From an optimization exercise on the open Yosys and OpenROAD flow, aimed at small area and a short achievable clock period; shortcuts taken in it are not production practice.
Function was not checked in any run shown here: the RTL went through the layout flow alone.
Power is estimated from default activity; no workload was simulated.

## flow/design.v (module list and top-level ports; edited modules follow where they fit)
// module exe_mul: 2265 lines
// module exe_div: 3339 lines
// module exe_muldiv: 32 lines
module exe_muldiv
(
    input logic         clk, rst,
    input logic         wb_do_branch,
    input logic         ix_mul_valid,
    input logic[4:0]    ix_mul_rd,
    input logic[31:0]   ix_mul_rs1,
    input logic[31:0]   ix_mul_rs2,
    input logic[1:0]    ix_mul_op,
    input logic         ix_div_valid,
    input logic[4:0]    ix_div_rd,
    input logic[31:0]   ix_div_rs1,
    input logic[31:0]   ix_div_rs2,
    input logic[1:0]    ix_div_op,
    output logic        mul_valid,
    output logic[4:0]   mul_rd,
    output logic[31:0]  mul_result,
    output logic        div_valid,
    output logic[4:0]   div_rd,
    output logic[31:0]  div_result
);
  // ...
==> flow/flow/run.sh <==
#!/bin/bash
# The standard layout (the standard.sh, all steps), with one change to
# synthesis: no full/half-adder cell extraction (ADDER_MAP_FILE empty), so
# that ABC maps the adders into plain gates. Registers are unchanged.
set -euo pipefail
export ADDER_MAP_FILE=
bash standard.sh > standard.log 2>&1
==> flow/standard.sh <==
#!/bin/bash
# synth_recipe.tcl (not shown) runs the flow's synth.tcl, then flattens the netlist and writes it again
# the make line also repeats each setting of config.mk as NAME=value (left out here)
make -C /OpenROAD-flow-scripts/flow DESIGN_CONFIG=/design/flow/config.mk WORK_HOME=/design/flow/orfs CLKGATE_MAP_FILE= SYNTH_SCRIPT=/design/flow/synth_recipe.tcl "${@:-finish}"
==> flow/config.mk <==
export PLATFORM = sky130hd
export DESIGN_NAME = exe_muldiv
export DESIGN_NICKNAME = exe_muldiv
export VERILOG_FILES = /design/flow/design.v
export SDC_FILE = /design/flow/constraint.sdc
export NUM_CORES = 4
export LEC_CHECK = 0
export ABC_AREA = 1
export CAP_MARGIN = 20
export CORE_MARGIN = 2
export CORE_UTILIZATION = 40
export SETUP_SLACK_MARGIN = 5
export SLEW_MARGIN = 20
==> flow/constraint.sdc <==
create_clock -name core_clock -period 9.5 [get_ports {clk}]
set_input_delay 1.9000 -clock core_clock [delete_from_list [all_inputs] [get_ports {clk}]]
set_output_delay 1.9000 -clock core_clock [all_outputs]
set_load 0.01 [all_outputs]
==> results.txt, run 1 <==
outcome timing/DRC/antenna clean; Lkg Pwr ~57 nW; final worst path period share 47.22%; register bit total from synthesis roughly 1600; most common cell in the netlist nand2_1; Final ANT Viol Nets 0; TAP cells 3150; Fin Setup TNS 0 ps; CP peak stage delay between 200 and 250 ps; slowest CP cell o31ai_4; worst rel slew slack 25.26%; Post-synth top cells nand2_1, inv_1, dfxtp_1; ys flop type dfxtp_1; data required time at the worst endpoint approximately 10000 ps; CTS resizes between 90 and 100; Clock transition at path regs roughly 60 ps; Buffers excl. clock between 400 and 500; simple-gate share of the synthesized area about a third; P_clk 7.14 mW; combinational family with the most area after synthesis simple AND/OR/NAND/NOR gates; met2 Use GR around a third; area grow syn2layout 14.90%; actual slew at the worst max-slew pin approximately 1100 ps; sequential fraction of the synthesis area about 34%; clk_skew between 40 and 50 ps; CTS Buf Count between 150 and 200; Startpoint Class primary input; syn avg cell area 6.482 um^2; GRT Total Usage a little over a fifth; Flop+latch power about 8.6 mW; CP Depth 26; CP max FO 2; Synth Instances between 10000 and 15000; DRC 0; Compound-Gate Fraction of Synth Area a little over a tenth; Design Area, Final ~0.11 mm^2; CP most frequent cell buf_4; area of the multi-input gates about 0.055 mm^2; Max Transition Viols Final 0
==> run 2: changes to the inputs <==
--- a/flow/config.mk
+++ b/flow/config.mk
@@ -9,5 +9,7 @@
 export CAP_MARGIN = 20
 export CORE_MARGIN = 2
-export CORE_UTILIZATION = 40
+export CORE_UTILIZATION = 50
+export CTS_CLUSTER_DIAMETER = 100
+export CTS_CLUSTER_SIZE = 30
 export SETUP_SLACK_MARGIN = 5
 export SLEW_MARGIN = 20
==> run 2 against run 1 <==
Worst setup slack gained 12 ps. Maximum frequency grew 0.27%. Worst hold slack gained 17 ps. Clock power shrank 44%. Critical path type is now flip-flop to flip-flop. Critical endpoint is now mul.s2_t_reg[92].
==> results.txt, run 2 <==
slowest CP cell xnor2_1; Startpoint Class flip-flop; CP max FO 33 (+31); CP most frequent cell nand2_1; I/O pins about 220; largest net degree at the start of global routing 62; WL/cell ~17 um; Setup CP Type flip-flop to flip-flop; Fin Hold WS ~320 ps; Num Clock Sinks roughly 1600; ys flop type dfxtp_1; data required time at the worst endpoint 10070 ps (-170 ps); Synth Instances 14610 (unchanged); syn avg cell area 6.482 um^2 (unchanged); most frequent cells in the layout nand2_1, inv_1, dfxtp_1; PD cells between 200 and 300 mW/mm^2; share of layout cells above drive strength 1 under 10%; most common cell in the netlist nand2_1; vias in the first global route between 80000 and 90000; sequential fraction of the synthesis area 33.56% (unchanged); post-DR vias/cell between 5 and 6; CTS tree built; EDFF count, synth 0; Placer Congestion between 0.9 and 1; Final ANT Viol Nets 0 (unchanged); final worst path period share 47.09% (-0.13 points); crit path DAT 5040 ps; CP delay by family, top XOR/XNOR gates; r2r setup slk 5030 ps; antenna violations before repair 27; clk buf depth 3; RSZ-0062 raised after global routing true; outcome timing/DRC/antenna clean; top cells by area, synth dfxtp_1, nand2_1, xor2_1; Max Transition Viols Final 0 (unchanged); post-synth net total 14760; # H-tree levels 3; die height between 400 and 500 um; actual slew at the worst max-slew pin 1326 ps (+216.7 ps); Starting Density just over 50%; DR pass1 iterations 6; first-pass GRT wire length between 400000 and 500000 um; Layout Nets between 10000 and 15000; Netlist Area Pre-Place 0.09473 mm^2; Fin Setup TNS 0 ps (unchanged); area grow syn2layout 10.56%; FF/Latch Area 0.03189 mm^2; register bit total from synthesis 1588 (unchanged); Routed WL between 300000 and 400000 um; FMAX between 0.2 and 0.25 GHz; fin cells about 17000; crit path cell chain inv_2 -> o22ai_1 -> xor2_1 -> o21ai_0 -> nand2_1 -> or2_2 -> nand2_1 -> xor2_1 -> or2_2 -> nand2_1 -> nand2_1 -> or2_2 -> nand2_1 -> xnor2_1 -> xnor2_1 -> xnor2_1; Root Driver clkbuf_16; final hold violation count 0; PortBufs 222; Die Wd approximately 440 um; row count about 160; Clock transition at path regs 110 ps (+50 ps); worst path bufs/invs 1; Tmin final ~4500 ps; Post-synth top cells nand2_1, inv_1, dfxtp_1; Placed Cells 17040; most common cell after layout, fill and taps aside nand2_1; full die area 0.1930 mm^2; fillers 18300; Hold Path Class flip-flop to flip-flop; top cell type's share of synthesized area approximately a third; DRC 0 (unchanged); CP peak stage delay 800 ps (+580 ps); Clk Latency, worst-skew pair about 780 ps; Ys Warns 2; Starting DRT DRC Count around 7600; CORE AREA around 0.19 mm^2; Worst Setup End Kind flip-flop; maxcap violations 0; GR Overflow Total 0; post-synthesis cell type count slightly above 70; GRT Total Usage 29.59% (+7.9 points); vias around 90000; area of the multi-input gates 0.05508 mm^2 (+0.76%); hpwl dp approximately 220000 um; clk_skew 38.92 ps (-3.365 ps); final setup violation count 0; Largest register FFs about 130; Worst VDD drop 320.3 uV; ys async rst share 0%; CTS Buf Count 75 (-57%); Lkg Pwr 55.60 nW (-3.0%); Yosys top cell by area dfxtp_1; worst rel slew slack 10.79% (-14 points)
run 2: cell types whose count changed in the layout (fill, tap and decap cells not counted), sizes merged, moves of 7 or more:
| cell | before | now |
|---|---|---|
| clkbuf | 226 | 85 |
| clkinv | 71 | 33 |
| buf | 192 | 167 |
| bufinv | 21 | 1 |
| clkinvlp | 23 | 3 |
| inv | 2118 | 2125 |
run 2: through the flow:
| stage | power, mW | util (%) | setup slack (ps) | cell area, um^2 |
|---|---|---|---|---|
| after floorplan | 19.60 | - | 5007 | 94750 |
| after global placement | 24.14 | 52.60 | 2995 | 98890 |
| after detailed placement | 24.43 | 52.61 | 3077 | 98900 |
| after CTS | 28.63 | 54.43 | 5001 | 102300 |
| after global routing | 31.77 | 55.70 | 4881 | 104700 |
| final | 29.60 | 55.71 | 5026 | 104700 |
run 2: worst paths after layout:
kind                     startpoint               end  cells past startpoint
setup / recovery  mul.s1_two_reg[9]  mul.s2_t_reg[92]                     16
hold reg to reg       div.q9_reg[7]    div.q10_reg[9]                      0
setup reg to reg  mul.s1_two_reg[9]  mul.s2_t_reg[92]                     16
hold / removal        div.q9_reg[7]    div.q10_reg[9]                      0
run 2: where the power goes:
group	leakage, nW	switching, mW	total (mW)	internal (mW)
logic	41.1	11.3	17.0	5.65
registers	13.3	0.760	8.60	7.84
clock network	1.23	2.38	4.02	1.64
run 2: cell type report:
type / instances / area share [%]
multi-input combinational: 10570 / 52.59
sequential: 1588 / 30.45
inverter: 2120 / 7.837
timing repair buffer: 393 / 3.604
tap: 2495 / 2.981
clock buffer: 81 / 1.872
clock inverter: 35 / 0.5806
timing repair inverter: 7 / 0.07049
antenna: 6 / 0.01434
run 2: per-layer routing:
metal	share of wire [%]	GRT usage, %
met2	42	45.46
met3	9.1	6.519
met5	0.022	0
met4	3.9	11.04
met1	45	40.43
run 2: kinds of logic (layout without fill, tap and decap cells):
logic type	after synthesis	count (layout)	synth area share, %
compound gates	1741	1743	10.84
xor+xnor	1437	1437	13.29
fa+ha+maj	1	1	0.01057
buf+inv	2486	2636	10.30
flops	1588	1588	33.56
mux	15	15	0.1783
other cells	0	6	0
simple gates	7345	7373	31.82
run 2: what timing repair did:
action / in CTS / in global routing
buffers inserted: 21 / 68
hold buffers: 0 / 0
cloned: 11 / 30
resized for setup: 147 / 408
setup endpoints to repair: 317 / 354
pin swaps: 26 / 70

afterwards: timing with drivers on the ports:
How much do the figures lean on ideal ports? The routed layouts below were timed once more, with nothing changed but the port constraints.
Step 1, drivers: a clkbuf_16 drives clk and a buf_2 each remaining input, both assumed.
Step 2, shift: input delay + t, output delay - t, t = (earliest + latest rising clock arrival at the registers) / 2. This alone moves slack from input paths to output paths.
Three values: ideal, step 1, step 2; two values: the first two.
| run | t (ns) | setup WS [ns] | worst hold slack (ns) | slew at the worst register clock pin (ns) |
|---|---|---|---|---|
| run 1 | 0.918 | 5.014 / 5.084 / 4.166 | 0.300 / 0.300 / 0.300 | 0.07 / 0.07 |
| run 2 | 0.845 | 5.026 / 5.026 / 4.379 | 0.317 / 0.317 / 0.317 | 0.12 / 0.12 |
After both steps setup and hold are still met in every run listed. For run 1, which loses most, drivers alone change the setup slack by +0.070 ns; drivers and shift together by -0.848 ns.
